Context: an optimization exercise on an open-source flow, tuned for small area, a short achievable clock period and few clock cycles per item. The choices shown serve that exercise and are no tape-out recipe.
No run shown here included a check of the RTL's function; only the layout flow was run.
Power and IR drop assume default switching activity.

--- flow/run.sh ---
#!/bin/bash
# synth_recipe.tcl (not shown) runs the flow's synth.tcl, then flattens the netlist and writes it again
# the make line also repeats each setting of config.mk as NAME=value (left out here)
make -C /OpenROAD-flow-scripts/flow DESIGN_CONFIG=/design/flow/config.mk WORK_HOME=/design/flow/orfs CLKGATE_MAP_FILE= SYNTH_SCRIPT=/design/flow/synth_recipe.tcl finish
--- flow/config.mk ---
export PLATFORM = sky130hd
export DESIGN_NAME = pyjamask96
export DESIGN_NICKNAME = pyjamask96
export VERILOG_FILES = /design/flow/design.v
export SDC_FILE = /design/flow/constraint.sdc
export NUM_CORES = 4
export LEC_CHECK = 0
export CAP_MARGIN = 20
export CORE_MARGIN = 2
export CORE_UTILIZATION = 40
export PLACE_DENSITY = 0.6
export SETUP_SLACK_MARGIN = 5
export SLEW_MARGIN = 20
--- flow/constraint.sdc ---
create_clock -name core_clock -period 8.0 [get_ports {clk}]
set_input_delay 1.6000 -clock core_clock [delete_from_list [all_inputs] [get_ports {clk}]]
set_output_delay 1.6000 -clock core_clock [all_outputs]
set_load 0.01 [all_outputs]
--- flow/design.v ---
`timescale 1ns/1ps
module pyjamask96(
    input clk,
    input reset_n,
    input load,
    input start,
    input [7:0] byte_in,
    input [7:0] byte_key_in,
    output reg valid,
    output reg [7:0] byte_out
    );
    reg         ph_ld, ks1, ph_run, ph_rot;
    reg         loading;
    reg         started;
    reg [3:0]   cnt;
    reg [95:0]  state;
    reg [127:0] key;     
    wire [95:0] sl = {state[39:32], state[31:24], state[23:16], state[15:8], state[7:0], state[95:88], state[87:80], state[79:72], state[71:64], state[63:56], state[55:48], state[47:40]};    
    wire [31:0] x0 = sl[95:64], x1 = sl[63:32], x2 = sl[31:0];
    wire [31:0] k0 = key[127:96], k1 = key[95:64], k2 = key[63:32], k3 = key[31:0];
    wire g = ph_run;
    wire [31:0] sb0 = ({32{g}} & x1) ^ ({32{g}} & x0 & x2);
    wire [31:0] sb1 = ({32{g}} & x2) ^ ({32{g}} & (x0 | x1));
    wire [31:0] sb2 = ({32{g}} & x0) ^ ({32{g}} & x1 & ~x2);
    wire [31:0] mr0, mr1, mr2;
    wire [95:0] mr = {mr0, mr1, mr2};
    wire [95:0] rk = {k0, k1, ~k2};
    wire [31:0] ka = k0 ^ k1, kb = k2 ^ k3;
    wire [31:0] kx0 = k1 ^ kb;
    wire [31:0] kmk;
    wire [31:0] kx1 = k0 ^ kb, kx2 = k3 ^ ka, kx3 = k2 ^ ka;
    wire [31:0] nk0 = kmk ^ {24'h0, 4'h8, cnt};
    wire [31:0] nk1 = {kx1[7:0],  kx1[31:8]}  ^ 32'h00006a00;
    wire [31:0] nk2 = {kx2[14:0], kx2[31:15]} ^ 32'h003f0000;
    wire [31:0] nk3 = {kx3[17:0], kx3[31:18]} ^ 32'h24000000;
    wire [31:0] m0_f1;
    assign m0_f1[0] = sb0[0] ^ sb0[5];
    assign m0_f1[1] = sb0[1] ^ sb0[6];
    assign m0_f1[2] = sb0[2] ^ sb0[7];
    assign m0_f1[3] = sb0[3] ^ sb0[8];
    assign m0_f1[4] = sb0[4] ^ sb0[9];
    assign m0_f1[5] = sb0[5] ^ sb0[10];
    assign m0_f1[6] = sb0[6] ^ sb0[11];
    assign m0_f1[7] = sb0[7] ^ sb0[12];
    assign m0_f1[8] = sb0[8] ^ sb0[13];
    assign m0_f1[9] = sb0[9] ^ sb0[14];
    assign m0_f1[10] = sb0[10] ^ sb0[15];
    assign m0_f1[11] = sb0[11] ^ sb0[16];
    assign m0_f1[12] = sb0[12] ^ sb0[17];
    assign m0_f1[13] = sb0[13] ^ sb0[18];
    assign m0_f1[14] = sb0[14] ^ sb0[19];
    assign m0_f1[15] = sb0[15] ^ sb0[20];
    assign m0_f1[16] = sb0[16] ^ sb0[21];
    assign m0_f1[17] = sb0[17] ^ sb0[22];
    assign m0_f1[18] = sb0[18] ^ sb0[23];
    assign m0_f1[19] = sb0[19] ^ sb0[24];
    assign m0_f1[20] = sb0[20] ^ sb0[25];
    assign m0_f1[21] = sb0[21] ^ sb0[26];
    assign m0_f1[22] = sb0[22] ^ sb0[27];
    assign m0_f1[23] = sb0[23] ^ sb0[28];
    assign m0_f1[24] = sb0[24] ^ sb0[29];
    assign m0_f1[25] = sb0[25] ^ sb0[30];
    assign m0_f1[26] = sb0[26] ^ sb0[31];
    assign m0_f1[27] = sb0[27] ^ sb0[0];
    assign m0_f1[28] = sb0[28] ^ sb0[1];
    assign m0_f1[29] = sb0[29] ^ sb0[2];
    assign m0_f1[30] = sb0[30] ^ sb0[3];
    assign m0_f1[31] = sb0[31] ^ sb0[4];
    wire [31:0] m0_f2;
    assign m0_f2[0] = sb0[0] ^ m0_f1[8];
    assign m0_f2[1] = sb0[1] ^ m0_f1[9];
    assign m0_f2[2] = sb0[2] ^ m0_f1[10];
    assign m0_f2[3] = sb0[3] ^ m0_f1[11];
    assign m0_f2[4] = sb0[4] ^ m0_f1[12];
    assign m0_f2[5] = sb0[5] ^ m0_f1[13];
    assign m0_f2[6] = sb0[6] ^ m0_f1[14];
    assign m0_f2[7] = sb0[7] ^ m0_f1[15];
    assign m0_f2[8] = sb0[8] ^ m0_f1[16];
    assign m0_f2[9] = sb0[9] ^ m0_f1[17];
    assign m0_f2[10] = sb0[10] ^ m0_f1[18];
    assign m0_f2[11] = sb0[11] ^ m0_f1[19];
    assign m0_f2[12] = sb0[12] ^ m0_f1[20];
    assign m0_f2[13] = sb0[13] ^ m0_f1[21];
    assign m0_f2[14] = sb0[14] ^ m0_f1[22];
    assign m0_f2[15] = sb0[15] ^ m0_f1[23];
    assign m0_f2[16] = sb0[16] ^ m0_f1[24];
    assign m0_f2[17] = sb0[17] ^ m0_f1[25];
    assign m0_f2[18] = sb0[18] ^ m0_f1[26];
    assign m0_f2[19] = sb0[19] ^ m0_f1[27];
    assign m0_f2[20] = sb0[20] ^ m0_f1[28];
    assign m0_f2[21] = sb0[21] ^ m0_f1[29];
    assign m0_f2[22] = sb0[22] ^ m0_f1[30];
    assign m0_f2[23] = sb0[23] ^ m0_f1[31];
    assign m0_f2[24] = sb0[24] ^ m0_f1[0];
    assign m0_f2[25] = sb0[25] ^ m0_f1[1];
    assign m0_f2[26] = sb0[26] ^ m0_f1[2];
    assign m0_f2[27] = sb0[27] ^ m0_f1[3];
    assign m0_f2[28] = sb0[28] ^ m0_f1[4];
    assign m0_f2[29] = sb0[29] ^ m0_f1[5];
    assign m0_f2[30] = sb0[30] ^ m0_f1[6];
    assign m0_f2[31] = sb0[31] ^ m0_f1[7];
    assign mr0[0] = m0_f1[2] ^ m0_f1[24] ^ sb0[31] ^ m0_f2[0] ^ m0_f2[6];
    assign mr0[1] = m0_f1[3] ^ m0_f1[25] ^ sb0[0] ^ m0_f2[1] ^ m0_f2[7];
    assign mr0[2] = m0_f1[4] ^ m0_f1[26] ^ sb0[1] ^ m0_f2[2] ^ m0_f2[8];
    assign mr0[3] = m0_f1[5] ^ m0_f1[27] ^ sb0[2] ^ m0_f2[3] ^ m0_f2[9];
    assign mr0[4] = m0_f1[6] ^ m0_f1[28] ^ sb0[3] ^ m0_f2[4] ^ m0_f2[10];
    assign mr0[5] = m0_f1[7] ^ m0_f1[29] ^ sb0[4] ^ m0_f2[5] ^ m0_f2[11];
    assign mr0[6] = m0_f1[8] ^ m0_f1[30] ^ sb0[5] ^ m0_f2[6] ^ m0_f2[12];
    assign mr0[7] = m0_f1[9] ^ m0_f1[31] ^ sb0[6] ^ m0_f2[7] ^ m0_f2[13];
    assign mr0[8] = m0_f1[10] ^ m0_f1[0] ^ sb0[7] ^ m0_f2[8] ^ m0_f2[14];
    assign mr0[9] = m0_f1[11] ^ m0_f1[1] ^ sb0[8] ^ m0_f2[9] ^ m0_f2[15];
    assign mr0[10] = m0_f1[12] ^ m0_f1[2] ^ sb0[9] ^ m0_f2[10] ^ m0_f2[16];
    assign mr0[11] = m0_f1[13] ^ m0_f1[3] ^ sb0[10] ^ m0_f2[11] ^ m0_f2[17];
    assign mr0[12] = m0_f1[14] ^ m0_f1[4] ^ sb0[11] ^ m0_f2[12] ^ m0_f2[18];
    assign mr0[13] = m0_f1[15] ^ m0_f1[5] ^ sb0[12] ^ m0_f2[13] ^ m0_f2[19];
    assign mr0[14] = m0_f1[16] ^ m0_f1[6] ^ sb0[13] ^ m0_f2[14] ^ m0_f2[20];
    assign mr0[15] = m0_f1[17] ^ m0_f1[7] ^ sb0[14] ^ m0_f2[15] ^ m0_f2[21];
    assign mr0[16] = m0_f1[18] ^ m0_f1[8] ^ sb0[15] ^ m0_f2[16] ^ m0_f2[22];
    assign mr0[17] = m0_f1[19] ^ m0_f1[9] ^ sb0[16] ^ m0_f2[17] ^ m0_f2[23];
    assign mr0[18] = m0_f1[20] ^ m0_f1[10] ^ sb0[17] ^ m0_f2[18] ^ m0_f2[24];
    assign mr0[19] = m0_f1[21] ^ m0_f1[11] ^ sb0[18] ^ m0_f2[19] ^ m0_f2[25];
    assign mr0[20] = m0_f1[22] ^ m0_f1[12] ^ sb0[19] ^ m0_f2[20] ^ m0_f2[26];
    assign mr0[21] = m0_f1[23] ^ m0_f1[13] ^ sb0[20] ^ m0_f2[21] ^ m0_f2[27];
    assign mr0[22] = m0_f1[24] ^ m0_f1[14] ^ sb0[21] ^ m0_f2[22] ^ m0_f2[28];
    assign mr0[23] = m0_f1[25] ^ m0_f1[15] ^ sb0[22] ^ m0_f2[23] ^ m0_f2[29];
    assign mr0[24] = m0_f1[26] ^ m0_f1[16] ^ sb0[23] ^ m0_f2[24] ^ m0_f2[30];
    assign mr0[25] = m0_f1[27] ^ m0_f1[17] ^ sb0[24] ^ m0_f2[25] ^ m0_f2[31];
    assign mr0[26] = m0_f1[28] ^ m0_f1[18] ^ sb0[25] ^ m0_f2[26] ^ m0_f2[0];
    assign mr0[27] = m0_f1[29] ^ m0_f1[19] ^ sb0[26] ^ m0_f2[27] ^ m0_f2[1];
    assign mr0[28] = m0_f1[30] ^ m0_f1[20] ^ sb0[27] ^ m0_f2[28] ^ m0_f2[2];
    assign mr0[29] = m0_f1[31] ^ m0_f1[21] ^ sb0[28] ^ m0_f2[29] ^ m0_f2[3];
    assign mr0[30] = m0_f1[0] ^ m0_f1[22] ^ sb0[29] ^ m0_f2[30] ^ m0_f2[4];
    assign mr0[31] = m0_f1[1] ^ m0_f1[23] ^ sb0[30] ^ m0_f2[31] ^ m0_f2[5];
    wire [31:0] m1_f1;
    assign m1_f1[0] = sb1[0] ^ sb1[13];
    assign m1_f1[1] = sb1[1] ^ sb1[14];
    assign m1_f1[2] = sb1[2] ^ sb1[15];
    assign m1_f1[3] = sb1[3] ^ sb1[16];
    assign m1_f1[4] = sb1[4] ^ sb1[17];
    assign m1_f1[5] = sb1[5] ^ sb1[18];
    assign m1_f1[6] = sb1[6] ^ sb1[19];
    assign m1_f1[7] = sb1[7] ^ sb1[20];
    assign m1_f1[8] = sb1[8] ^ sb1[21];
    assign m1_f1[9] = sb1[9] ^ sb1[22];
    assign m1_f1[10] = sb1[10] ^ sb1[23];
    assign m1_f1[11] = sb1[11] ^ sb1[24];
    assign m1_f1[12] = sb1[12] ^ sb1[25];
    assign m1_f1[13] = sb1[13] ^ sb1[26];
    assign m1_f1[14] = sb1[14] ^ sb1[27];
    assign m1_f1[15] = sb1[15] ^ sb1[28];
    assign m1_f1[16] = sb1[16] ^ sb1[29];
    assign m1_f1[17] = sb1[17] ^ sb1[30];
    assign m1_f1[18] = sb1[18] ^ sb1[31];
    assign m1_f1[19] = sb1[19] ^ sb1[0];
    assign m1_f1[20] = sb1[20] ^ sb1[1];
    assign m1_f1[21] = sb1[21] ^ sb1[2];
    assign m1_f1[22] = sb1[22] ^ sb1[3];
    assign m1_f1[23] = sb1[23] ^ sb1[4];
    assign m1_f1[24] = sb1[24] ^ sb1[5];
    assign m1_f1[25] = sb1[25] ^ sb1[6];
    assign m1_f1[26] = sb1[26] ^ sb1[7];
    assign m1_f1[27] = sb1[27] ^ sb1[8];
    assign m1_f1[28] = sb1[28] ^ sb1[9];
    assign m1_f1[29] = sb1[29] ^ sb1[10];
    assign m1_f1[30] = sb1[30] ^ sb1[11];
    assign m1_f1[31] = sb1[31] ^ sb1[12];
    wire [31:0] m1_f2;
    assign m1_f2[0] = sb1[0] ^ m1_f1[17];
    assign m1_f2[1] = sb1[1] ^ m1_f1[18];
    assign m1_f2[2] = sb1[2] ^ m1_f1[19];
    assign m1_f2[3] = sb1[3] ^ m1_f1[20];
    assign m1_f2[4] = sb1[4] ^ m1_f1[21];
    assign m1_f2[5] = sb1[5] ^ m1_f1[22];
    assign m1_f2[6] = sb1[6] ^ m1_f1[23];
    assign m1_f2[7] = sb1[7] ^ m1_f1[24];
    assign m1_f2[8] = sb1[8] ^ m1_f1[25];
    assign m1_f2[9] = sb1[9] ^ m1_f1[26];
    assign m1_f2[10] = sb1[10] ^ m1_f1[27];
    assign m1_f2[11] = sb1[11] ^ m1_f1[28];
    assign m1_f2[12] = sb1[12] ^ m1_f1[29];
    assign m1_f2[13] = sb1[13] ^ m1_f1[30];
    assign m1_f2[14] = sb1[14] ^ m1_f1[31];
    assign m1_f2[15] = sb1[15] ^ m1_f1[0];
    assign m1_f2[16] = sb1[16] ^ m1_f1[1];
    assign m1_f2[17] = sb1[17] ^ m1_f1[2];
    assign m1_f2[18] = sb1[18] ^ m1_f1[3];
    assign m1_f2[19] = sb1[19] ^ m1_f1[4];
    assign m1_f2[20] = sb1[20] ^ m1_f1[5];
    assign m1_f2[21] = sb1[21] ^ m1_f1[6];
    assign m1_f2[22] = sb1[22] ^ m1_f1[7];
    assign m1_f2[23] = sb1[23] ^ m1_f1[8];
    assign m1_f2[24] = sb1[24] ^ m1_f1[9];
    assign m1_f2[25] = sb1[25] ^ m1_f1[10];
    assign m1_f2[26] = sb1[26] ^ m1_f1[11];
    assign m1_f2[27] = sb1[27] ^ m1_f1[12];
    assign m1_f2[28] = sb1[28] ^ m1_f1[13];
    assign m1_f2[29] = sb1[29] ^ m1_f1[14];
    assign m1_f2[30] = sb1[30] ^ m1_f1[15];
    assign m1_f2[31] = sb1[31] ^ m1_f1[16];
    wire [31:0] m1_f3;
    assign m1_f3[0] = m1_f2[0] ^ m1_f2[8];
    assign m1_f3[1] = m1_f2[1] ^ m1_f2[9];
    assign m1_f3[2] = m1_f2[2] ^ m1_f2[10];
    assign m1_f3[3] = m1_f2[3] ^ m1_f2[11];
    assign m1_f3[4] = m1_f2[4] ^ m1_f2[12];
    assign m1_f3[5] = m1_f2[5] ^ m1_f2[13];
    assign m1_f3[6] = m1_f2[6] ^ m1_f2[14];
    assign m1_f3[7] = m1_f2[7] ^ m1_f2[15];
    assign m1_f3[8] = m1_f2[8] ^ m1_f2[16];
    assign m1_f3[9] = m1_f2[9] ^ m1_f2[17];
    assign m1_f3[10] = m1_f2[10] ^ m1_f2[18];
    assign m1_f3[11] = m1_f2[11] ^ m1_f2[19];
    assign m1_f3[12] = m1_f2[12] ^ m1_f2[20];
    assign m1_f3[13] = m1_f2[13] ^ m1_f2[21];
    assign m1_f3[14] = m1_f2[14] ^ m1_f2[22];
    assign m1_f3[15] = m1_f2[15] ^ m1_f2[23];
    assign m1_f3[16] = m1_f2[16] ^ m1_f2[24];
    assign m1_f3[17] = m1_f2[17] ^ m1_f2[25];
    assign m1_f3[18] = m1_f2[18] ^ m1_f2[26];
    assign m1_f3[19] = m1_f2[19] ^ m1_f2[27];
    assign m1_f3[20] = m1_f2[20] ^ m1_f2[28];
    assign m1_f3[21] = m1_f2[21] ^ m1_f2[29];
    assign m1_f3[22] = m1_f2[22] ^ m1_f2[30];
    assign m1_f3[23] = m1_f2[23] ^ m1_f2[31];
    assign m1_f3[24] = m1_f2[24] ^ m1_f2[0];
    assign m1_f3[25] = m1_f2[25] ^ m1_f2[1];
    assign m1_f3[26] = m1_f2[26] ^ m1_f2[2];
    assign m1_f3[27] = m1_f2[27] ^ m1_f2[3];
    assign m1_f3[28] = m1_f2[28] ^ m1_f2[4];
    assign m1_f3[29] = m1_f2[29] ^ m1_f2[5];
    assign m1_f3[30] = m1_f2[30] ^ m1_f2[6];
    assign m1_f3[31] = m1_f2[31] ^ m1_f2[7];
    assign mr1[0] = m1_f1[6] ^ m1_f2[1] ^ m1_f3[9];
    assign mr1[1] = m1_f1[7] ^ m1_f2[2] ^ m1_f3[10];
    assign mr1[2] = m1_f1[8] ^ m1_f2[3] ^ m1_f3[11];
    assign mr1[3] = m1_f1[9] ^ m1_f2[4] ^ m1_f3[12];
    assign mr1[4] = m1_f1[10] ^ m1_f2[5] ^ m1_f3[13];
    assign mr1[5] = m1_f1[11] ^ m1_f2[6] ^ m1_f3[14];
    assign mr1[6] = m1_f1[12] ^ m1_f2[7] ^ m1_f3[15];
    assign mr1[7] = m1_f1[13] ^ m1_f2[8] ^ m1_f3[16];
    assign mr1[8] = m1_f1[14] ^ m1_f2[9] ^ m1_f3[17];
    assign mr1[9] = m1_f1[15] ^ m1_f2[10] ^ m1_f3[18];
    assign mr1[10] = m1_f1[16] ^ m1_f2[11] ^ m1_f3[19];
    assign mr1[11] = m1_f1[17] ^ m1_f2[12] ^ m1_f3[20];
    assign mr1[12] = m1_f1[18] ^ m1_f2[13] ^ m1_f3[21];
    assign mr1[13] = m1_f1[19] ^ m1_f2[14] ^ m1_f3[22];
    assign mr1[14] = m1_f1[20] ^ m1_f2[15] ^ m1_f3[23];
    assign mr1[15] = m1_f1[21] ^ m1_f2[16] ^ m1_f3[24];
    assign mr1[16] = m1_f1[22] ^ m1_f2[17] ^ m1_f3[25];
    assign mr1[17] = m1_f1[23] ^ m1_f2[18] ^ m1_f3[26];
    assign mr1[18] = m1_f1[24] ^ m1_f2[19] ^ m1_f3[27];
    assign mr1[19] = m1_f1[25] ^ m1_f2[20] ^ m1_f3[28];
    assign mr1[20] = m1_f1[26] ^ m1_f2[21] ^ m1_f3[29];
    assign mr1[21] = m1_f1[27] ^ m1_f2[22] ^ m1_f3[30];
    assign mr1[22] = m1_f1[28] ^ m1_f2[23] ^ m1_f3[31];
    assign mr1[23] = m1_f1[29] ^ m1_f2[24] ^ m1_f3[0];
    assign mr1[24] = m1_f1[30] ^ m1_f2[25] ^ m1_f3[1];
    assign mr1[25] = m1_f1[31] ^ m1_f2[26] ^ m1_f3[2];
    assign mr1[26] = m1_f1[0] ^ m1_f2[27] ^ m1_f3[3];
    assign mr1[27] = m1_f1[1] ^ m1_f2[28] ^ m1_f3[4];
    assign mr1[28] = m1_f1[2] ^ m1_f2[29] ^ m1_f3[5];
    assign mr1[29] = m1_f1[3] ^ m1_f2[30] ^ m1_f3[6];
    assign mr1[30] = m1_f1[4] ^ m1_f2[31] ^ m1_f3[7];
    assign mr1[31] = m1_f1[5] ^ m1_f2[0] ^ m1_f3[8];
    wire [31:0] m2_f1;
    assign m2_f1[0] = sb2[0] ^ sb2[2];
    assign m2_f1[1] = sb2[1] ^ sb2[3];
    assign m2_f1[2] = sb2[2] ^ sb2[4];
    assign m2_f1[3] = sb2[3] ^ sb2[5];
    assign m2_f1[4] = sb2[4] ^ sb2[6];
    assign m2_f1[5] = sb2[5] ^ sb2[7];
    assign m2_f1[6] = sb2[6] ^ sb2[8];
    assign m2_f1[7] = sb2[7] ^ sb2[9];
    assign m2_f1[8] = sb2[8] ^ sb2[10];
    assign m2_f1[9] = sb2[9] ^ sb2[11];
    assign m2_f1[10] = sb2[10] ^ sb2[12];
    assign m2_f1[11] = sb2[11] ^ sb2[13];
    assign m2_f1[12] = sb2[12] ^ sb2[14];
    assign m2_f1[13] = sb2[13] ^ sb2[15];
    assign m2_f1[14] = sb2[14] ^ sb2[16];
    assign m2_f1[15] = sb2[15] ^ sb2[17];
    assign m2_f1[16] = sb2[16] ^ sb2[18];
    assign m2_f1[17] = sb2[17] ^ sb2[19];
    assign m2_f1[18] = sb2[18] ^ sb2[20];
    assign m2_f1[19] = sb2[19] ^ sb2[21];
    assign m2_f1[20] = sb2[20] ^ sb2[22];
    assign m2_f1[21] = sb2[21] ^ sb2[23];
    assign m2_f1[22] = sb2[22] ^ sb2[24];
    assign m2_f1[23] = sb2[23] ^ sb2[25];
    assign m2_f1[24] = sb2[24] ^ sb2[26];
    assign m2_f1[25] = sb2[25] ^ sb2[27];
    assign m2_f1[26] = sb2[26] ^ sb2[28];
    assign m2_f1[27] = sb2[27] ^ sb2[29];
    assign m2_f1[28] = sb2[28] ^ sb2[30];
    assign m2_f1[29] = sb2[29] ^ sb2[31];
    assign m2_f1[30] = sb2[30] ^ sb2[0];
    assign m2_f1[31] = sb2[31] ^ sb2[1];
    wire [31:0] m2_f2;
    assign m2_f2[0] = sb2[0] ^ m2_f1[9];
    assign m2_f2[1] = sb2[1] ^ m2_f1[10];
    assign m2_f2[2] = sb2[2] ^ m2_f1[11];
    assign m2_f2[3] = sb2[3] ^ m2_f1[12];
    assign m2_f2[4] = sb2[4] ^ m2_f1[13];
    assign m2_f2[5] = sb2[5] ^ m2_f1[14];
    assign m2_f2[6] = sb2[6] ^ m2_f1[15];
    assign m2_f2[7] = sb2[7] ^ m2_f1[16];
    assign m2_f2[8] = sb2[8] ^ m2_f1[17];
    assign m2_f2[9] = sb2[9] ^ m2_f1[18];
    assign m2_f2[10] = sb2[10] ^ m2_f1[19];
    assign m2_f2[11] = sb2[11] ^ m2_f1[20];
    assign m2_f2[12] = sb2[12] ^ m2_f1[21];
    assign m2_f2[13] = sb2[13] ^ m2_f1[22];
    assign m2_f2[14] = sb2[14] ^ m2_f1[23];
    assign m2_f2[15] = sb2[15] ^ m2_f1[24];
    assign m2_f2[16] = sb2[16] ^ m2_f1[25];
    assign m2_f2[17] = sb2[17] ^ m2_f1[26];
    assign m2_f2[18] = sb2[18] ^ m2_f1[27];
    assign m2_f2[19] = sb2[19] ^ m2_f1[28];
    assign m2_f2[20] = sb2[20] ^ m2_f1[29];
    assign m2_f2[21] = sb2[21] ^ m2_f1[30];
    assign m2_f2[22] = sb2[22] ^ m2_f1[31];
    assign m2_f2[23] = sb2[23] ^ m2_f1[0];
    assign m2_f2[24] = sb2[24] ^ m2_f1[1];
    assign m2_f2[25] = sb2[25] ^ m2_f1[2];
    assign m2_f2[26] = sb2[26] ^ m2_f1[3];
    assign m2_f2[27] = sb2[27] ^ m2_f1[4];
    assign m2_f2[28] = sb2[28] ^ m2_f1[5];
    assign m2_f2[29] = sb2[29] ^ m2_f1[6];
    assign m2_f2[30] = sb2[30] ^ m2_f1[7];
    assign m2_f2[31] = sb2[31] ^ m2_f1[8];
    wire [31:0] m2_f3;
    assign m2_f3[0] = m2_f2[0] ^ m2_f2[6];
    assign m2_f3[1] = m2_f2[1] ^ m2_f2[7];
    assign m2_f3[2] = m2_f2[2] ^ m2_f2[8];
    assign m2_f3[3] = m2_f2[3] ^ m2_f2[9];
    assign m2_f3[4] = m2_f2[4] ^ m2_f2[10];
    assign m2_f3[5] = m2_f2[5] ^ m2_f2[11];
    assign m2_f3[6] = m2_f2[6] ^ m2_f2[12];
    assign m2_f3[7] = m2_f2[7] ^ m2_f2[13];
    assign m2_f3[8] = m2_f2[8] ^ m2_f2[14];
    assign m2_f3[9] = m2_f2[9] ^ m2_f2[15];
    assign m2_f3[10] = m2_f2[10] ^ m2_f2[16];
    assign m2_f3[11] = m2_f2[11] ^ m2_f2[17];
    assign m2_f3[12] = m2_f2[12] ^ m2_f2[18];
    assign m2_f3[13] = m2_f2[13] ^ m2_f2[19];
    assign m2_f3[14] = m2_f2[14] ^ m2_f2[20];
    assign m2_f3[15] = m2_f2[15] ^ m2_f2[21];
    assign m2_f3[16] = m2_f2[16] ^ m2_f2[22];
    assign m2_f3[17] = m2_f2[17] ^ m2_f2[23];
    assign m2_f3[18] = m2_f2[18] ^ m2_f2[24];
    assign m2_f3[19] = m2_f2[19] ^ m2_f2[25];
    assign m2_f3[20] = m2_f2[20] ^ m2_f2[26];
    assign m2_f3[21] = m2_f2[21] ^ m2_f2[27];
    assign m2_f3[22] = m2_f2[22] ^ m2_f2[28];
    assign m2_f3[23] = m2_f2[23] ^ m2_f2[29];
    assign m2_f3[24] = m2_f2[24] ^ m2_f2[30];
    assign m2_f3[25] = m2_f2[25] ^ m2_f2[31];
    assign m2_f3[26] = m2_f2[26] ^ m2_f2[0];
    assign m2_f3[27] = m2_f2[27] ^ m2_f2[1];
    assign m2_f3[28] = m2_f2[28] ^ m2_f2[2];
    assign m2_f3[29] = m2_f2[29] ^ m2_f2[3];
    assign m2_f3[30] = m2_f2[30] ^ m2_f2[4];
    assign m2_f3[31] = m2_f2[31] ^ m2_f2[5];
    assign mr2[0] = m2_f1[17] ^ m2_f1[2] ^ m2_f2[1] ^ m2_f3[7];
    assign mr2[1] = m2_f1[18] ^ m2_f1[3] ^ m2_f2[2] ^ m2_f3[8];
    assign mr2[2] = m2_f1[19] ^ m2_f1[4] ^ m2_f2[3] ^ m2_f3[9];
    assign mr2[3] = m2_f1[20] ^ m2_f1[5] ^ m2_f2[4] ^ m2_f3[10];
    assign mr2[4] = m2_f1[21] ^ m2_f1[6] ^ m2_f2[5] ^ m2_f3[11];
    assign mr2[5] = m2_f1[22] ^ m2_f1[7] ^ m2_f2[6] ^ m2_f3[12];
    assign mr2[6] = m2_f1[23] ^ m2_f1[8] ^ m2_f2[7] ^ m2_f3[13];
    assign mr2[7] = m2_f1[24] ^ m2_f1[9] ^ m2_f2[8] ^ m2_f3[14];
    assign mr2[8] = m2_f1[25] ^ m2_f1[10] ^ m2_f2[9] ^ m2_f3[15];
    assign mr2[9] = m2_f1[26] ^ m2_f1[11] ^ m2_f2[10] ^ m2_f3[16];
    assign mr2[10] = m2_f1[27] ^ m2_f1[12] ^ m2_f2[11] ^ m2_f3[17];
    assign mr2[11] = m2_f1[28] ^ m2_f1[13] ^ m2_f2[12] ^ m2_f3[18];
    assign mr2[12] = m2_f1[29] ^ m2_f1[14] ^ m2_f2[13] ^ m2_f3[19];
    assign mr2[13] = m2_f1[30] ^ m2_f1[15] ^ m2_f2[14] ^ m2_f3[20];
    assign mr2[14] = m2_f1[31] ^ m2_f1[16] ^ m2_f2[15] ^ m2_f3[21];
    assign mr2[15] = m2_f1[0] ^ m2_f1[17] ^ m2_f2[16] ^ m2_f3[22];
    assign mr2[16] = m2_f1[1] ^ m2_f1[18] ^ m2_f2[17] ^ m2_f3[23];
    assign mr2[17] = m2_f1[2] ^ m2_f1[19] ^ m2_f2[18] ^ m2_f3[24];
    assign mr2[18] = m2_f1[3] ^ m2_f1[20] ^ m2_f2[19] ^ m2_f3[25];
    assign mr2[19] = m2_f1[4] ^ m2_f1[21] ^ m2_f2[20] ^ m2_f3[26];
    assign mr2[20] = m2_f1[5] ^ m2_f1[22] ^ m2_f2[21] ^ m2_f3[27];
    assign mr2[21] = m2_f1[6] ^ m2_f1[23] ^ m2_f2[22] ^ m2_f3[28];
    assign mr2[22] = m2_f1[7] ^ m2_f1[24] ^ m2_f2[23] ^ m2_f3[29];
    assign mr2[23] = m2_f1[8] ^ m2_f1[25] ^ m2_f2[24] ^ m2_f3[30];
    assign mr2[24] = m2_f1[9] ^ m2_f1[26] ^ m2_f2[25] ^ m2_f3[31];
    assign mr2[25] = m2_f1[10] ^ m2_f1[27] ^ m2_f2[26] ^ m2_f3[0];
    assign mr2[26] = m2_f1[11] ^ m2_f1[28] ^ m2_f2[27] ^ m2_f3[1];
    assign mr2[27] = m2_f1[12] ^ m2_f1[29] ^ m2_f2[28] ^ m2_f3[2];
    assign mr2[28] = m2_f1[13] ^ m2_f1[30] ^ m2_f2[29] ^ m2_f3[3];
    assign mr2[29] = m2_f1[14] ^ m2_f1[31] ^ m2_f2[30] ^ m2_f3[4];
    assign mr2[30] = m2_f1[15] ^ m2_f1[0] ^ m2_f2[31] ^ m2_f3[5];
    assign mr2[31] = m2_f1[16] ^ m2_f1[1] ^ m2_f2[0] ^ m2_f3[6];
    wire [31:0] mk_f1;
    assign mk_f1[0] = kx0[0] ^ kx0[2];
    assign mk_f1[1] = kx0[1] ^ kx0[3];
    assign mk_f1[2] = kx0[2] ^ kx0[4];
    assign mk_f1[3] = kx0[3] ^ kx0[5];
    assign mk_f1[4] = kx0[4] ^ kx0[6];
    assign mk_f1[5] = kx0[5] ^ kx0[7];
    assign mk_f1[6] = kx0[6] ^ kx0[8];
    assign mk_f1[7] = kx0[7] ^ kx0[9];
    assign mk_f1[8] = kx0[8] ^ kx0[10];
    assign mk_f1[9] = kx0[9] ^ kx0[11];
    assign mk_f1[10] = kx0[10] ^ kx0[12];
    assign mk_f1[11] = kx0[11] ^ kx0[13];
    assign mk_f1[12] = kx0[12] ^ kx0[14];
    assign mk_f1[13] = kx0[13] ^ kx0[15];
    assign mk_f1[14] = kx0[14] ^ kx0[16];
    assign mk_f1[15] = kx0[15] ^ kx0[17];
    assign mk_f1[16] = kx0[16] ^ kx0[18];
    assign mk_f1[17] = kx0[17] ^ kx0[19];
    assign mk_f1[18] = kx0[18] ^ kx0[20];
    assign mk_f1[19] = kx0[19] ^ kx0[21];
    assign mk_f1[20] = kx0[20] ^ kx0[22];
    assign mk_f1[21] = kx0[21] ^ kx0[23];
    assign mk_f1[22] = kx0[22] ^ kx0[24];
    assign mk_f1[23] = kx0[23] ^ kx0[25];
    assign mk_f1[24] = kx0[24] ^ kx0[26];
    assign mk_f1[25] = kx0[25] ^ kx0[27];
    assign mk_f1[26] = kx0[26] ^ kx0[28];
    assign mk_f1[27] = kx0[27] ^ kx0[29];
    assign mk_f1[28] = kx0[28] ^ kx0[30];
    assign mk_f1[29] = kx0[29] ^ kx0[31];
    assign mk_f1[30] = kx0[30] ^ kx0[0];
    assign mk_f1[31] = kx0[31] ^ kx0[1];
    wire [31:0] mk_f2;
    assign mk_f2[0] = kx0[0] ^ kx0[11];
    assign mk_f2[1] = kx0[1] ^ kx0[12];
    assign mk_f2[2] = kx0[2] ^ kx0[13];
    assign mk_f2[3] = kx0[3] ^ kx0[14];
    assign mk_f2[4] = kx0[4] ^ kx0[15];
    assign mk_f2[5] = kx0[5] ^ kx0[16];
    assign mk_f2[6] = kx0[6] ^ kx0[17];
    assign mk_f2[7] = kx0[7] ^ kx0[18];
    assign mk_f2[8] = kx0[8] ^ kx0[19];
    assign mk_f2[9] = kx0[9] ^ kx0[20];
    assign mk_f2[10] = kx0[10] ^ kx0[21];
    assign mk_f2[11] = kx0[11] ^ kx0[22];
    assign mk_f2[12] = kx0[12] ^ kx0[23];
    assign mk_f2[13] = kx0[13] ^ kx0[24];
    assign mk_f2[14] = kx0[14] ^ kx0[25];
    assign mk_f2[15] = kx0[15] ^ kx0[26];
    assign mk_f2[16] = kx0[16] ^ kx0[27];
    assign mk_f2[17] = kx0[17] ^ kx0[28];
    assign mk_f2[18] = kx0[18] ^ kx0[29];
    assign mk_f2[19] = kx0[19] ^ kx0[30];
    assign mk_f2[20] = kx0[20] ^ kx0[31];
    assign mk_f2[21] = kx0[21] ^ kx0[0];
    assign mk_f2[22] = kx0[22] ^ kx0[1];
    assign mk_f2[23] = kx0[23] ^ kx0[2];
    assign mk_f2[24] = kx0[24] ^ kx0[3];
    assign mk_f2[25] = kx0[25] ^ kx0[4];
    assign mk_f2[26] = kx0[26] ^ kx0[5];
    assign mk_f2[27] = kx0[27] ^ kx0[6];
    assign mk_f2[28] = kx0[28] ^ kx0[7];
    assign mk_f2[29] = kx0[29] ^ kx0[8];
    assign mk_f2[30] = kx0[30] ^ kx0[9];
    assign mk_f2[31] = kx0[31] ^ kx0[10];
    wire [31:0] mk_f3;
    assign mk_f3[0] = mk_f1[0] ^ mk_f2[8];
    assign mk_f3[1] = mk_f1[1] ^ mk_f2[9];
    assign mk_f3[2] = mk_f1[2] ^ mk_f2[10];
    assign mk_f3[3] = mk_f1[3] ^ mk_f2[11];
    assign mk_f3[4] = mk_f1[4] ^ mk_f2[12];
    assign mk_f3[5] = mk_f1[5] ^ mk_f2[13];
    assign mk_f3[6] = mk_f1[6] ^ mk_f2[14];
    assign mk_f3[7] = mk_f1[7] ^ mk_f2[15];
    assign mk_f3[8] = mk_f1[8] ^ mk_f2[16];
    assign mk_f3[9] = mk_f1[9] ^ mk_f2[17];
    assign mk_f3[10] = mk_f1[10] ^ mk_f2[18];
    assign mk_f3[11] = mk_f1[11] ^ mk_f2[19];
    assign mk_f3[12] = mk_f1[12] ^ mk_f2[20];
    assign mk_f3[13] = mk_f1[13] ^ mk_f2[21];
    assign mk_f3[14] = mk_f1[14] ^ mk_f2[22];
    assign mk_f3[15] = mk_f1[15] ^ mk_f2[23];
    assign mk_f3[16] = mk_f1[16] ^ mk_f2[24];
    assign mk_f3[17] = mk_f1[17] ^ mk_f2[25];
    assign mk_f3[18] = mk_f1[18] ^ mk_f2[26];
    assign mk_f3[19] = mk_f1[19] ^ mk_f2[27];
    assign mk_f3[20] = mk_f1[20] ^ mk_f2[28];
    assign mk_f3[21] = mk_f1[21] ^ mk_f2[29];
    assign mk_f3[22] = mk_f1[22] ^ mk_f2[30];
    assign mk_f3[23] = mk_f1[23] ^ mk_f2[31];
    assign mk_f3[24] = mk_f1[24] ^ mk_f2[0];
    assign mk_f3[25] = mk_f1[25] ^ mk_f2[1];
    assign mk_f3[26] = mk_f1[26] ^ mk_f2[2];
    assign mk_f3[27] = mk_f1[27] ^ mk_f2[3];
    assign mk_f3[28] = mk_f1[28] ^ mk_f2[4];
    assign mk_f3[29] = mk_f1[29] ^ mk_f2[5];
    assign mk_f3[30] = mk_f1[30] ^ mk_f2[6];
    assign mk_f3[31] = mk_f1[31] ^ mk_f2[7];
    assign kmk[0] = kx0[20] ^ mk_f1[23] ^ mk_f3[0] ^ mk_f3[16] ^ mk_f3[28];
    assign kmk[1] = kx0[21] ^ mk_f1[24] ^ mk_f3[1] ^ mk_f3[17] ^ mk_f3[29];
    assign kmk[2] = kx0[22] ^ mk_f1[25] ^ mk_f3[2] ^ mk_f3[18] ^ mk_f3[30];
    assign kmk[3] = kx0[23] ^ mk_f1[26] ^ mk_f3[3] ^ mk_f3[19] ^ mk_f3[31];
    assign kmk[4] = kx0[24] ^ mk_f1[27] ^ mk_f3[4] ^ mk_f3[20] ^ mk_f3[0];
    assign kmk[5] = kx0[25] ^ mk_f1[28] ^ mk_f3[5] ^ mk_f3[21] ^ mk_f3[1];
    assign kmk[6] = kx0[26] ^ mk_f1[29] ^ mk_f3[6] ^ mk_f3[22] ^ mk_f3[2];
    assign kmk[7] = kx0[27] ^ mk_f1[30] ^ mk_f3[7] ^ mk_f3[23] ^ mk_f3[3];
    assign kmk[8] = kx0[28] ^ mk_f1[31] ^ mk_f3[8] ^ mk_f3[24] ^ mk_f3[4];
    assign kmk[9] = kx0[29] ^ mk_f1[0] ^ mk_f3[9] ^ mk_f3[25] ^ mk_f3[5];
    assign kmk[10] = kx0[30] ^ mk_f1[1] ^ mk_f3[10] ^ mk_f3[26] ^ mk_f3[6];
    assign kmk[11] = kx0[31] ^ mk_f1[2] ^ mk_f3[11] ^ mk_f3[27] ^ mk_f3[7];
    assign kmk[12] = kx0[0] ^ mk_f1[3] ^ mk_f3[12] ^ mk_f3[28] ^ mk_f3[8];
    assign kmk[13] = kx0[1] ^ mk_f1[4] ^ mk_f3[13] ^ mk_f3[29] ^ mk_f3[9];
    assign kmk[14] = kx0[2] ^ mk_f1[5] ^ mk_f3[14] ^ mk_f3[30] ^ mk_f3[10];
    assign kmk[15] = kx0[3] ^ mk_f1[6] ^ mk_f3[15] ^ mk_f3[31] ^ mk_f3[11];
    assign kmk[16] = kx0[4] ^ mk_f1[7] ^ mk_f3[16] ^ mk_f3[0] ^ mk_f3[12];
    assign kmk[17] = kx0[5] ^ mk_f1[8] ^ mk_f3[17] ^ mk_f3[1] ^ mk_f3[13];
    assign kmk[18] = kx0[6] ^ mk_f1[9] ^ mk_f3[18] ^ mk_f3[2] ^ mk_f3[14];
    assign kmk[19] = kx0[7] ^ mk_f1[10] ^ mk_f3[19] ^ mk_f3[3] ^ mk_f3[15];
    assign kmk[20] = kx0[8] ^ mk_f1[11] ^ mk_f3[20] ^ mk_f3[4] ^ mk_f3[16];
    assign kmk[21] = kx0[9] ^ mk_f1[12] ^ mk_f3[21] ^ mk_f3[5] ^ mk_f3[17];
    assign kmk[22] = kx0[10] ^ mk_f1[13] ^ mk_f3[22] ^ mk_f3[6] ^ mk_f3[18];
    assign kmk[23] = kx0[11] ^ mk_f1[14] ^ mk_f3[23] ^ mk_f3[7] ^ mk_f3[19];
    assign kmk[24] = kx0[12] ^ mk_f1[15] ^ mk_f3[24] ^ mk_f3[8] ^ mk_f3[20];
    assign kmk[25] = kx0[13] ^ mk_f1[16] ^ mk_f3[25] ^ mk_f3[9] ^ mk_f3[21];
    assign kmk[26] = kx0[14] ^ mk_f1[17] ^ mk_f3[26] ^ mk_f3[10] ^ mk_f3[22];
    assign kmk[27] = kx0[15] ^ mk_f1[18] ^ mk_f3[27] ^ mk_f3[11] ^ mk_f3[23];
    assign kmk[28] = kx0[16] ^ mk_f1[19] ^ mk_f3[28] ^ mk_f3[12] ^ mk_f3[24];
    assign kmk[29] = kx0[17] ^ mk_f1[20] ^ mk_f3[29] ^ mk_f3[13] ^ mk_f3[25];
    assign kmk[30] = kx0[18] ^ mk_f1[21] ^ mk_f3[30] ^ mk_f3[14] ^ mk_f3[26];
    assign kmk[31] = kx0[19] ^ mk_f1[22] ^ mk_f3[31] ^ mk_f3[15] ^ mk_f3[27];
    always @(posedge clk or negedge reset_n) begin
        if (!reset_n) begin
            ph_ld   <= 1'b1;
            ks1     <= 1'b0;
            ph_run  <= 1'b0;
            ph_rot  <= 1'b0;
            loading <= 1'b0;
            started <= 1'b0;
            valid   <= 1'b0;
            cnt     <= 4'd0;
        end else begin
            if (ph_ld) begin
                if (!loading) begin
                    started <= 1'b0;
                    if (load) begin
                        loading <= 1'b1;
                        cnt     <= 4'd1;
                    end
                end else begin
                    cnt <= cnt + 4'd1;
                    if (cnt == 4'd15) begin
                        loading <= 1'b0;
                        ph_ld   <= 1'b0;
                        ks1     <= 1'b1;
                    end
                end
            end
            if (ks1) begin
                cnt    <= 4'd1;
                ks1    <= 1'b0;
                ph_run <= 1'b1;
                if (start) started <= 1'b1;
            end
            if (ph_run) begin
                cnt <= cnt + 4'd1;
                if (start) started <= 1'b1;
                if (cnt == 4'd14) begin
                    cnt    <= 4'd0;
                    ph_run <= 1'b0;
                    ph_rot <= 1'b1;
                    if (start | started) valid <= 1'b1;
                end
            end
            if (ph_rot) begin
                cnt <= (cnt == 4'd11) ? 4'd0 : cnt + 4'd1;
                if (start) started <= 1'b1;
                if (cnt == 4'd11) begin
                    if (valid) begin
                        valid  <= 1'b0;
                        ph_rot <= 1'b0;
                        ph_ld  <= 1'b1;
                    end else if (start | started) begin
                        valid  <= 1'b1;
                    end
                end
            end
        end
    end
    wire       rot_in = ks1 | (loading & cnt[3] & cnt[2]);
    wire [7:0] low_in = rot_in ? state[95:88] : (byte_in ^ byte_key_in);
    wire [95:0] b = ph_run ? {rk[55:48], rk[47:40], rk[39:32], rk[31:24], rk[23:16], rk[15:8], rk[7:0], rk[95:88], rk[87:80], rk[79:72], rk[71:64], rk[63:56]} :
                    ph_rot ? {state[7:0], state[95:8]} :
                             {state[87:0], low_in};
    always @(posedge clk)
        state <= {mr[55:48], mr[47:40], mr[39:32], mr[31:24], mr[23:16], mr[15:8], mr[7:0], mr[95:88], mr[87:80], mr[79:72], mr[71:64], mr[63:56]} ^ b;
    always @(posedge clk) begin
        if (ph_ld)
            key <= {key[119:0], byte_key_in};
        else
            key <= {nk0, nk1, nk2, nk3};
    end
    always @(*) byte_out = state[47:40];
endmodule
==> results of run 1 <==
==> through the flow <==
step / cell area [um2] / instances / util / setup slack [ns] / hold WS, ns
after floorplan: 20600 / 2305 / - / 5.39 / 0.468
after global placement: 21300 / 2906 / 0.416 / 4.44 / 0.500
after detailed placement: 21300 / 2906 / 0.416 / 4.39 / 0.501
after CTS: 22400 / 2962 / 0.438 / 5.00 / 0.510
after global routing: 22500 / 2964 / 0.441 / 4.93 / 0.531
final: 22500 / 2964 / 0.441 / 5.03 / 0.511
==> final timing paths <==
path                             startpoint           endpoint  cells past startpoint
setup reg to reg           ph_run$_DFF_PN0_  state[50]$_DFF_P_                      7
min in group asynchronous           reset_n   ph_rot$_DFF_PN0_                      1
hold / removal              key[10]$_DFF_P_    key[18]$_DFF_P_                      2
hold reg to reg             key[10]$_DFF_P_    key[18]$_DFF_P_                      2
setup / recovery           ph_run$_DFF_PN0_  state[50]$_DFF_P_                      7
max in group asynchronous           reset_n   ph_run$_DFF_PN0_                      1
==> metal layers <==
metal	part of all wire	global-route usage	vias to the layer above	wire (um)
met1	0.41	0.370	7615	31400
met4	0.074	0.172	2	5670
met2	0.44	0.453	744	34300
met5	0.00023	0	-	18
met3	0.075	0.0347	218	5760
li1	-	-	7283	-
==> cell usage after synthesis, types with 2 or more instances <==
master,count,area (um2)
xnor3_1,37,833
clkbuf_1,47,176
o21ai_1,22,110
and3_1,2,12.5
a21boi_0,3,22.5
mux2_2,5,56.3
o21ai_2,2,17.5
nand3_1,9,45.0
nor2_2,15,93.8
buf_1,12,45.0
nand2_1,260,976
nand2b_1,2,12.5
xnor3_2,23,547
a21oi_1,72,360
and3b_1,2,17.5
or3_1,8,50.1
dfxtp_1,224,4480
o21ai_0,153,766
dfrtp_1,10,250
mux2i_1,53,531
nand3b_1,3,22.5
xnor3_4,2,52.6
ha_1,2,25.0
nor2b_1,67,419
xor2_2,9,146
o21a_1,2,15.0
xnor2_1,770,6740
o22ai_1,8,50.1
xnor2_2,15,244
xor2_1,285,2500
inv_1,2,7.51
buf_2,40,200
nor2_1,79,297
buf_4,12,90.1
clkbuf_2,3,15.0
a211oi_1,35,263
==> cell type report <==
| cell class | instances | area (um2) | area share |
|---|---|---|---|
| multi-input combinational | 1952 | 15400 | 0.686 |
| tap | 680 | 851 | 0.0378 |
| clock buffer | 40 | 848 | 0.0377 |
| timing repair buffer | 39 | 430 | 0.0191 |
| clock inverter | 15 | 138 | 0.00611 |
| sequential | 235 | 4790 | 0.213 |
| inverter | 3 | 11.3 | 0.000500 |
==> critical path, stage by stage (launching register included) <==
cell and delay (ns):
dfrtp_4 0.62, inv_2 0.07, buf_8 0.23, nor2_1 0.60
xnor2_1 0.30, xor2_1 0.47, xnor2_2 0.26, xnor2_1 0.20
==> kinds of logic after synthesis <==
logic type,after synthesis
AOI/OAI and AO/OA,301
and+or+nand+nor,450
DFF,235
buffers and inverters,118
xor gates and xnor gates,1141
adders and majority gates,2
muxes,58
==> state kept, by name, indices dropped and copies added, names as in the netlist <==
register,cells
cnt,4
key,128
ks1,1
loading,1
ph_ld,1
ph_rot,1
ph_run,1
started,1
state,96
valid,1
==> power breakdown <==
| part | total, mW | internal [mW] | switching, mW | leakage [nW] |
|---|---|---|---|---|
| clock network | 1.37 | 0.778 | 0.595 | 0.487 |
| logic | 0.813 | 0.390 | 0.423 | 5.30 |
| registers | 1.36 | 1.22 | 0.138 | 2.04 |
==> what timing repair did <==
action / 4_1_cts / 5_1_grt
gates resized for setup: 42 / 15
setup endpoints to repair: 99 / 46
endpoints found under the hold margin: 0 / 0
setup buffers: 1 / 2
==> flow_summary.ini, run 1 <==
[timing]
worst_pin_slew_ns = 1.06
hold_viol = 0
tns_ns = 0
period_minus_slack_ns = 2.97
max_freq_ghz = 0.337
period_share = 0.371
drv_slew = 0
relSlewSlack = 0.292
rsz0062_at_grt = true
setup_viol = 0
fin_skew_ns = 0.0347

[setup_path]
start_kind = flop
required_ns = 8.46
cp.arrival_ns = 3.42
crit_path_max_fanout = 47
reg2reg_slack_ns = 5.03
worst-setup-path-type = reg -> reg
cp-end-kind = flop

[cells_and_area]
mostFrequentLayoutCells = xnor2_1, xor2_1, nand2_1, dfxtp_1, o21ai_0
diodes = 0
nNetsFinal = 2283
fillers = 5023
layout-drive-gt1-share = 0.0740
layout_commonest_cell = xnor2_1
area_growth_pct = 9.34

[floorplanning]
core_um2 = 51100
chipWidth_um = 231
start_util = 0.403
die_h_um = 231
die-area_um2 = 53300
row_count = 83
io_pins = 29

[yosys]
yosysWarnings = 1
yosysSeqAreaShare = 0.231
async_flop_share = 0.0468
synth_compound_area_frac = 0.0794
syn_avg_cell_area_um2 = 8.93
syn-instance-count = 2305
yosys.area_share.simple = 0.0957
synthesis.area_um2 = 20600
ys.flop_type = dfxtp_1
synth_enable_flop_cells = 0
syn-num-nets = 2327
synth_xor_area_frac = 0.537
synthDistinctLibCells = 46
synth_seq_cells = 235
synthAdderAreaFrac = 0.00122
synth_top_family_by_area = XOR/XNOR gates
muxShareOfSynthArea = 0.0285

[power_and_ir_drop]
total_leakage_power_nw = 7.82
pwr_density_cell_nw_per_um2 = 158
power_mw = 3.55
vdd_ir_drop_max_mv = 0.156

[clock_tree]
holdBufCountCts = 0
numCtsBuffers = 30
h-tree-depth = 1
cts_sinks = 235
root_buffer = clkbuf_16
clk_pin_slew_ns = 0.06
cts_tree = yes
cts_buffer_depth = 3
clk-insertion-delay-late_ns = 0.62

[global_route]
grt_pass1_vias = 15300
grt-ovfl-total = 0
grt_pass1_wl_um = 110000
track_usage = 0.285
grt_max_degree = 137
antenna_found_initial = 2

[detailed_routing]
drt_wl_total_um = 77100
vias = 15900
dr.pass1.iters = 5
wire_per_inst_um = 26.0
drt_iter0_markers = 1580
routed_via_density = 5.35
drc = 0
detail-route-antenna-nets = 0

[worst_hold_path]
hold_class = reg -> reg

[run]
drv_cap = 0

[run_status]
run_status = finished clean

[placement]
numPortBuffers = 28
dp_hpwl_um = 61700
place.gp.congestion = 1.04
==> inputs of run 2 (changes only) <==
==> flow/flow/run.sh (new file) <==
#!/bin/bash
set -euo pipefail
bash standard.sh SETUP_SLACK_MARGIN=5.4 finish > orfs_make.log 2>&1
==> flow/standard.sh (new file) <==
#!/bin/bash
# synth_recipe.tcl (not shown) runs the flow's synth.tcl, then flattens the netlist and writes it again
# the make line also repeats each setting of config.mk as NAME=value (left out here)
make -C /OpenROAD-flow-scripts/flow DESIGN_CONFIG=/design/flow/config.mk WORK_HOME=/design/flow/orfs CLKGATE_MAP_FILE= SYNTH_SCRIPT=/design/flow/synth_recipe.tcl "${@:-finish}"
removed: flow/run.sh
==> flow_summary.ini, run 2 <==
[run_status]
run_status = finished clean

[cells_and_area]
nNetsFinal = 2315
final_util = 0.467
fillers = 4944
regMostFlops = key
mostFrequentLayoutCells = xnor2_1, nand2_1, xor2_1, dfxtp_1, o21ai_0
top_regs = key x128, state x96, cnt x4
layout_commonest_cell = xnor2_1
largest_reg_flops = 128
multi_input_area_um2 = 16200
regArea_um2 = 4840
layout-drive-gt1-share = 0.146
area_growth_pct = 15.8

[power_and_ir_drop]
total_leakage_power_nw = 8.41
power_mw = 3.75
vdd_ir_drop_max_mv = 0.160
pwr_density_cell_nw_per_um2 = 157

[global_route]
use_met1 = 0.379
busiest_layer = met2
grt.met3_usage = 0.0314
track_usage = 0.295
use_met2 = 0.477
grt_pass1_vias = 15700
grt_pass1_wl_um = 113000
antenna_found_initial = 2
grt-ovfl-total = 0
grt_max_degree = 131

[yosys]
ys_top_cells_by_count = xnor2_1, xor2_1, nand2_1
ys_top_cells_by_area = xnor2_1, dfxtp_1, xor2_1
synthDistinctLibCells = 46
yosysWarnings = 1
syn-instance-count = 2305
ys.flop_type = dfxtp_1
synth_top_area_frac = 0.328
yosysSeqAreaShare = 0.231
synth.most_common_cell = xnor2_1
synthesis.area_um2 = 20600
synth_enable_flop_cells = 0
synth_top_cell_by_area = xnor2_1
syn-num-nets = 2327
synth_seq_cells = 235
syn_avg_cell_area_um2 = 8.93
async_flop_share = 0.0468

[floorplanning]
die-area_um2 = 53300
die_h_um = 231
chipWidth_um = 231
core_um2 = 51100
start_util = 0.403
io_pins = 29
row_count = 83

[clock_tree]
clk_pin_slew_ns = 0.06
cts_tree = yes
numCtsBuffers = 31
h-tree-depth = 1
root_buffer = clkbuf_16
cts_sinks = 235
cts_buffer_depth = 3
clk-insertion-delay-late_ns = 0.60

[detailed_routing]
drt_wl_total_um = 80200
dr.pass1.iters = 8
detail-route-antenna-nets = 0
wire_per_inst_um = 26.8
routed_via_density = 5.36
drt_iter0_markers = 1483
drc = 0
vias = 16100

[timing]
relSlewSlack = 0.213
holdWs_ns = 0.511
setup_viol = 0
period_minus_slack_ns = 2.71
hold_viol = 0
drv_slew = 0
max_freq_ghz = 0.369
worst_pin_slew_ns = 1.18
fin_skew_ns = 0.0351
period_share = 0.339
tns_ns = 0
rsz0062_at_grt = true

[setup_path]
crit_family = flip-flops
reg2reg_slack_ns = 5.35
crit_buf_inv = 1
cp_slowest_cell = dfrtp_1
cp-end-kind = output port
worst-setup-path-type = reg -> out
worstPathCellList = buf_2
cp.arrival_ns = 1.11
start_kind = flop
crit_path_max_fanout = 2
required_ns = 6.40
cpPeakStageDelay_ns = 0.37

[placement]
numPortBuffers = 28
dp_hpwl_um = 62200
place.gp.congestion = 1.03

[run]
drv_cap = 0

[worst_hold_path]
hold_class = reg -> reg
run 2: logic make-up after synthesis:
group	share of synthesized area
XOR/XNOR	0.537
AND/OR/NAND/NOR	0.0957
AO/OA/AOI/OAI	0.0794
flip-flops	0.231
buffers and inverters	0.0267
multiplexers	0.0285
adder cells (fa/ha/maj)	0.00122
run 2: final timing paths:
| check | from | to | cells past startpoint |
|---|---|---|---|
| worst max-delay path | valid$_DFF_PN0_ | valid | 1 |
| worst min-delay path | started$_DFF_PN0_ | started$_DFF_PN0_ | 2 |
| worst max register to register | state[22]$_DFF_P_ | state[25]$_DFF_P_ | 7 |
| worst min register to register | started$_DFF_PN0_ | started$_DFF_PN0_ | 2 |
| max in group asynchronous | reset_n | ph_rot$_DFF_PN0_ | 1 |
| min in group asynchronous | reset_n | cnt[3]$_DFFE_PN0P_ | 1 |
run 2: routing by layer:
layer | share of wire | routed length (um)
met2 | 0.45 | 35900
met4 | 0.078 | 6280
met3 | 0.067 | 5340
met1 | 0.41 | 32700
met5 | 0.00016 | 13
run 2: what timing repair did:
action,in CTS,in global routing
pin swaps,25,19
setup endpoints to repair,176,100
gates resized for setup,177,90
hold buffers,0,0
cloned,1,1
buffers inserted,21,11
run 2: per-stage QoR:
stage | cells | setup slack [ns] | area, um2
2_1_floorplan | 2305 | 5.41 | 20600
3_3_place_gp | 2906 | 4.21 | 21300
3_5_place_dp | 2906 | 4.27 | 21300
4_1_cts | 2986 | 5.27 | 23200
5_1_grt | 2998 | 5.27 | 23800
6_report | 2999 | 5.29 | 23800
run 2: power by group:
group / total [mW] / switching, mW / internal [mW]
registers: 1.36 / 0.131 / 1.23
clock network: 1.51 / 0.582 / 0.928
logic: 0.879 / 0.464 / 0.415
total: 3.75 / 1.18 / 2.57
run 2: final cells by class:
type / count / share of cell area
antenna: 1 / 0.000105
clock buffer: 44 / 0.0388
clock inverter: 14 / 0.00766
inverter: 3 / 0.000472
multi-input combinational: 1952 / 0.681
sequential: 235 / 0.203
tap: 680 / 0.0357
timing repair buffer: 70 / 0.0335
==> inputs of run 3 (changes only) <==
--- a/flow/design.v
+++ b/flow/design.v
@@ -10,18 +10,19 @@
     output reg [7:0] byte_out
     );
     reg         ph_ld, ks1, ph_run, ph_rot;
+    reg         sel_run, sel_rot, sel_ld;
+    reg [7:0]   in_x;
     reg         loading;
     reg         started;
     reg [3:0]   cnt;
     reg [95:0]  state;
     reg [127:0] key;     
-    wire [95:0] sl = {state[39:32], state[31:24], state[23:16], state[15:8], state[7:0], state[95:88], state[87:80], state[79:72], state[71:64], state[63:56], state[55:48], state[47:40]};    
+    wire [95:0] sl = {state[31:24], state[23:16], state[15:8], state[7:0], state[95:88], state[87:80], state[79:72], state[71:64], state[63:56], state[55:48], state[47:40], state[39:32]};    
     wire [31:0] x0 = sl[95:64], x1 = sl[63:32], x2 = sl[31:0];
     wire [31:0] k0 = key[127:96], k1 = key[95:64], k2 = key[63:32], k3 = key[31:0];
-    wire g = ph_run;
-    wire [31:0] sb0 = ({32{g}} & x1) ^ ({32{g}} & x0 & x2);
-    wire [31:0] sb1 = ({32{g}} & x2) ^ ({32{g}} & (x0 | x1));
-    wire [31:0] sb2 = ({32{g}} & x0) ^ ({32{g}} & x1 & ~x2);
+    wire [31:0] sb0 = x1 ^ (x0 & x2);
+    wire [31:0] sb1 = x2 ^ (x0 | x1);
+    wire [31:0] sb2 = x0 ^ (x1 & ~x2);
     wire [31:0] mr0, mr1, mr2;
     wire [95:0] mr = {mr0, mr1, mr2};
     wire [95:0] rk = {k0, k1, ~k2};
@@ -524,6 +525,15 @@
     assign kmk[29] = kx0[17] ^ mk_f1[20] ^ mk_f3[29] ^ mk_f3[13] ^ mk_f3[25];
     assign kmk[30] = kx0[18] ^ mk_f1[21] ^ mk_f3[30] ^ mk_f3[14] ^ mk_f3[26];
     assign kmk[31] = kx0[19] ^ mk_f1[22] ^ mk_f3[31] ^ mk_f3[15] ^ mk_f3[27];
+    wire last_load  = ph_ld & loading & (cnt == 4'd15);
+    wire last_round = ph_run & (cnt == 4'd14);
+    wire last_out   = ph_rot & valid & (cnt == 4'd11);
+    always @(posedge clk) begin
+        sel_ld  <= (ph_ld & ~last_load) | last_out;
+        sel_run <= ks1 | (ph_run & ~last_round);
+        sel_rot <= (ph_rot & ~last_out) | last_round;
+        in_x    <= byte_in ^ byte_key_in;
+    end
     always @(posedge clk or negedge reset_n) begin
         if (!reset_n) begin
             ph_ld   <= 1'b1;
@@ -582,18 +592,21 @@
             end
         end
     end
-    wire       rot_in = ks1 | (loading & cnt[3] & cnt[2]);
-    wire [7:0] low_in = rot_in ? state[95:88] : (byte_in ^ byte_key_in);
-    wire [95:0] b = ph_run ? {rk[55:48], rk[47:40], rk[39:32], rk[31:24], rk[23:16], rk[15:8], rk[7:0], rk[95:88], rk[87:80], rk[79:72], rk[71:64], rk[63:56]} :
-                    ph_rot ? {state[7:0], state[95:8]} :
-                             {state[87:0], low_in};
-    always @(posedge clk)
-        state <= {mr[55:48], mr[47:40], mr[39:32], mr[31:24], mr[23:16], mr[15:8], mr[7:0], mr[95:88], mr[87:80], mr[79:72], mr[71:64], mr[63:56]} ^ b;
+    wire       rot_in = ks1 | (loading & cnt[3] & cnt[2] & (cnt[1] | cnt[0]));
+    wire [7:0] low_in = rot_in ? state[95:88] : in_x;
+    always @(posedge clk) begin
+        if (sel_run)
+            state <= {mr[63:56], mr[55:48], mr[47:40], mr[39:32], mr[31:24], mr[23:16], mr[15:8], mr[7:0], mr[95:88], mr[87:80], mr[79:72], mr[71:64]} ^ {rk[63:56], rk[55:48], rk[47:40], rk[39:32], rk[31:24], rk[23:16], rk[15:8], rk[7:0], rk[95:88], rk[87:80], rk[79:72], rk[71:64]};
+        else if (sel_rot)
+            state <= {state[7:0], state[95:8]};
+        else
+            state <= {state[87:0], low_in};
+    end
     always @(posedge clk) begin
-        if (ph_ld)
+        if (sel_ld)
             key <= {key[119:0], byte_key_in};
         else
             key <= {nk0, nk1, nk2, nk3};
     end
-    always @(*) byte_out = state[47:40];
+    always @(*) byte_out = state[39:32];
 endmodule
==> flow/flow/run.sh (replaced) <==
#!/bin/bash
set -euo pipefail
MARGIN=5.4
NOX3=1
PLATFORM_DONT_USE=$(sed -n '/^export DONT_USE_CELLS += \\/,/[^\\]$/p' "$FLOW_HOME/platforms/sky130hd/config.mk" | grep -o 'sky130_fd_sc_hd__[a-z0-9_]*' | tr '\n' ' ')
EXTRA=()
if [[ $NOX3 == 1 ]]; then
  EXTRA+=("DONT_USE_CELLS=$PLATFORM_DONT_USE sky130_fd_sc_hd__xor3_1 sky130_fd_sc_hd__xor3_2 sky130_fd_sc_hd__xor3_4 sky130_fd_sc_hd__xnor3_1 sky130_fd_sc_hd__xnor3_2 sky130_fd_sc_hd__xnor3_4")
fi
bash standard.sh "${EXTRA[@]}" SETUP_SLACK_MARGIN=$MARGIN finish > orfs_make.log 2>&1
==> flow_summary.ini, run 3 <==
[run_status]
run_status = finished clean

[yosys]
ys.flop_type = dfxtp_1
synthesis.area_um2 = 19800
synth_enable_flop_cells = 0
syn_avg_cell_area_um2 = 9.17
synth.most_common_cell = xnor2_1
syn-instance-count = 2158
syn-num-nets = 2181
synthDistinctLibCells = 34
ys_top_cells_by_count = xnor2_1, dfxtp_1, nand2_1
synth_top_area_frac = 0.419
async_flop_share = 0.0447
yosysSeqAreaShare = 0.252
ys_top_cells_by_area = xnor2_1, dfxtp_1, xor2_1
yosysWarnings = 1
synth_seq_cells = 246
synth_top_cell_by_area = xnor2_1

[clock_tree]
cts_sinks = 246
root_buffer = clkbuf_16
cts_tree = yes
cts_buffer_depth = 3
h-tree-depth = 1
holdBufCountCts = 0
clk-insertion-delay-late_ns = 0.61
numCtsBuffers = 30
clk_pin_slew_ns = 0.06

[detailed_routing]
detail-route-antenna-nets = 0
drc = 0
drt_iter0_markers = 1147
drt_wl_total_um = 73000
routed_via_density = 5.09
dr.pass1.iters = 5
wire_per_inst_um = 24.9
vias = 14900

[setup_path]
cp.arrival_ns = 1.15
required_ns = 6.40
cp_slowest_cell = dfrtp_1
worst-setup-path-type = reg -> out
worstPathCellList = buf_2
cpPeakStageDelay_ns = 0.40
crit_family = flip-flops
cp-end-kind = output port
r2r_cells = 9
crit_buf_inv = 1
start_kind = flop
path_depth = 1
crit_path_max_fanout = 2

[timing]
relSlewSlack = 0.342
period_minus_slack_ns = 2.75
tns_ns = 0
drv_slew = 0
max_freq_ghz = 0.363
worst_pin_slew_ns = 0.987
period_share = 0.344
hold_viol = 0
setup_viol = 0
rsz0062_at_grt = true
fin_skew_ns = 0.0225
worst_slack_ns = 5.25

[floorplanning]
core_um2 = 48800
die_h_um = 226
io_pins = 29
row_count = 81
start_util = 0.405
chipWidth_um = 226
die-area_um2 = 51300

[cells_and_area]
mostFrequentLayoutCells = xnor2_1, dfxtp_1, nand2_1, xnor2_2, xor2_1
top_regs = key x128, state x96, in_x x8
area_growth_pct = 21.6
layout-drive-gt1-share = 0.201
largest_reg_flops = 128
regMostFlops = key
layout_commonest_cell = xnor2_1
diodes = 0
final_util = 0.493
nNetsFinal = 2271

[power_and_ir_drop]
total_leakage_power_nw = 8.35
vdd_ir_drop_max_mv = 0.169
pwr_density_cell_nw_per_um2 = 343

[placement]
numPortBuffers = 28
place.gp.congestion = 0.998
pre_cts_slack_ns = 4.50
dp_hpwl_um = 58900

[global_route]
grt-ovfl-total = 0
grt_max_degree = 103
antenna_found_initial = 1
grt_pass1_vias = 14800
grt_pass1_wl_um = 103000
track_usage = 0.285

[run]
drv_cap = 0

[worst_hold_path]
hold_class = reg -> reg
hold_depth = 2
[run 3: worst register-to-register path, stage by stage, from the launching register on]
cell,delay (ns)
dfxtp_1,0.53
nor2b_1,0.29
xnor2_2,0.14
buf_4,0.18
xnor2_2,0.13
xnor2_1,0.38
xnor2_2,0.19
xnor2_1,0.38
xnor2_1,0.16
a21oi_1,0.09
[run 3: metal layers]
layer | vias to the layer above | track usage | routed length (um)
li1 | 7050 | - | -
met1 | 7254 | 0.364 | 30500
met2 | 476 | 0.484 | 34600
met3 | 163 | 0.0363 | 4250
met4 | 0 | 0.119 | 3670
met5 | - | 0 | 0
[run 3: area by class of cell]
type / count / area [um2]
fill: 4622 / 24800
multi-input combinational: 1832 / 16100
sequential: 246 / 5050
timing repair buffer: 131 / 1100
clock buffer: 44 / 863
tap: 664 / 831
clock inverter: 11 / 130
inverter: 7 / 26.3
[run 3: power breakdown]
part           leakage, nW  internal (mW)  total (mW)  switching [mW]
logic                 5.73           2.46        5.46            3.00
clock network        0.493          0.811        1.40           0.586
registers             2.13           1.28        1.39           0.109
[run 3: through the flow]
| stage | cell area, um2 | power [mW] | hold slack (ns) | cells |
|---|---|---|---|---|
| after floorplan | 19800 | 5.02 | 0.471 | 2158 |
| after global placement | 20700 | 6.42 | 0.491 | 2795 |
| after CTS | 22900 | 8.00 | 0.528 | 2884 |
| after global routing | 24100 | 8.58 | 0.547 | 2935 |
| final | 24100 | 8.25 | 0.525 | 2935 |
| after detailed placement | 20800 | 6.41 | 0.516 | 2795 |
[run 3: path summary, 6_finish.rpt]
path	start	to	slack [ns]
worst min register to register	ph_ld$_DFF_PN1_	ph_ld$_DFF_PN1_	0.53
worst max-delay path	valid$_DFF_PN0_	valid	5.25
worst min-delay path	ph_ld$_DFF_PN1_	ph_ld$_DFF_PN1_	0.53
min in group asynchronous	reset_n	loading$_DFFE_PN0P_	1.34
max in group asynchronous	reset_n	ph_ld$_DFF_PN1_	6.30
worst max register to register	state[90]$_DFF_P_	state[40]$_DFF_P_	5.37
[run 3: logic make-up after synthesis]
kind of cell | after synthesis | share of synthesized area
AOI/OAI and AO/OA | 256 | 0.0711
buffers and inverters | 80 | 0.0171
xor gates and xnor gates | 1160 | 0.540
muxes | 89 | 0.0470
DFF | 246 | 0.252
adders and majority gates | 3 | 0.00190
and+or+nand+nor | 324 | 0.0712
[run 3: repair_timing]
action	in CTS	in global routing
pin swaps	14	18
gates resized for setup	174	111
setup endpoints to repair	117	102
setup buffers	34	51

afterwards: timing with drivers on the ports:
No port has a modelled driver above. Below, the same layouts with a new extraction and two added sets of constraints.
Step 1 sets driving cells, clkbuf_16 on the clock port and buf_2 on the other inputs (assumed; they add their load-dependent delay and slew).
Step 2, shift: input delay + t, output delay - t, t = (earliest + latest rising clock arrival at the registers) / 2. This alone moves slack from input paths to output paths.
Slacks: no drivers / after step 1 / after step 2; pairs: no drivers / after step 1.
run | shift t [ns] | slack for setup (ns) | hold slack, ns | worst slew at a driven data input, ns
run 1 | 0.655 | 5.032 / 5.019 / 4.445 | 0.511 / 0.511 / 0.511 | 0.03
run 2 | 0.637 | 5.288 / 5.235 / 4.880 | 0.511 / 0.511 / 0.511 | 0.03
run 3 | 0.655 | 5.246 / 5.190 / 5.052 | 0.525 / 0.525 / 0.525 | 0.05
After both steps setup and hold are still met in every run listed. The setup slack of run 1, which loses most, moves by -0.013 ns with the drivers and by -0.587 ns with both steps.
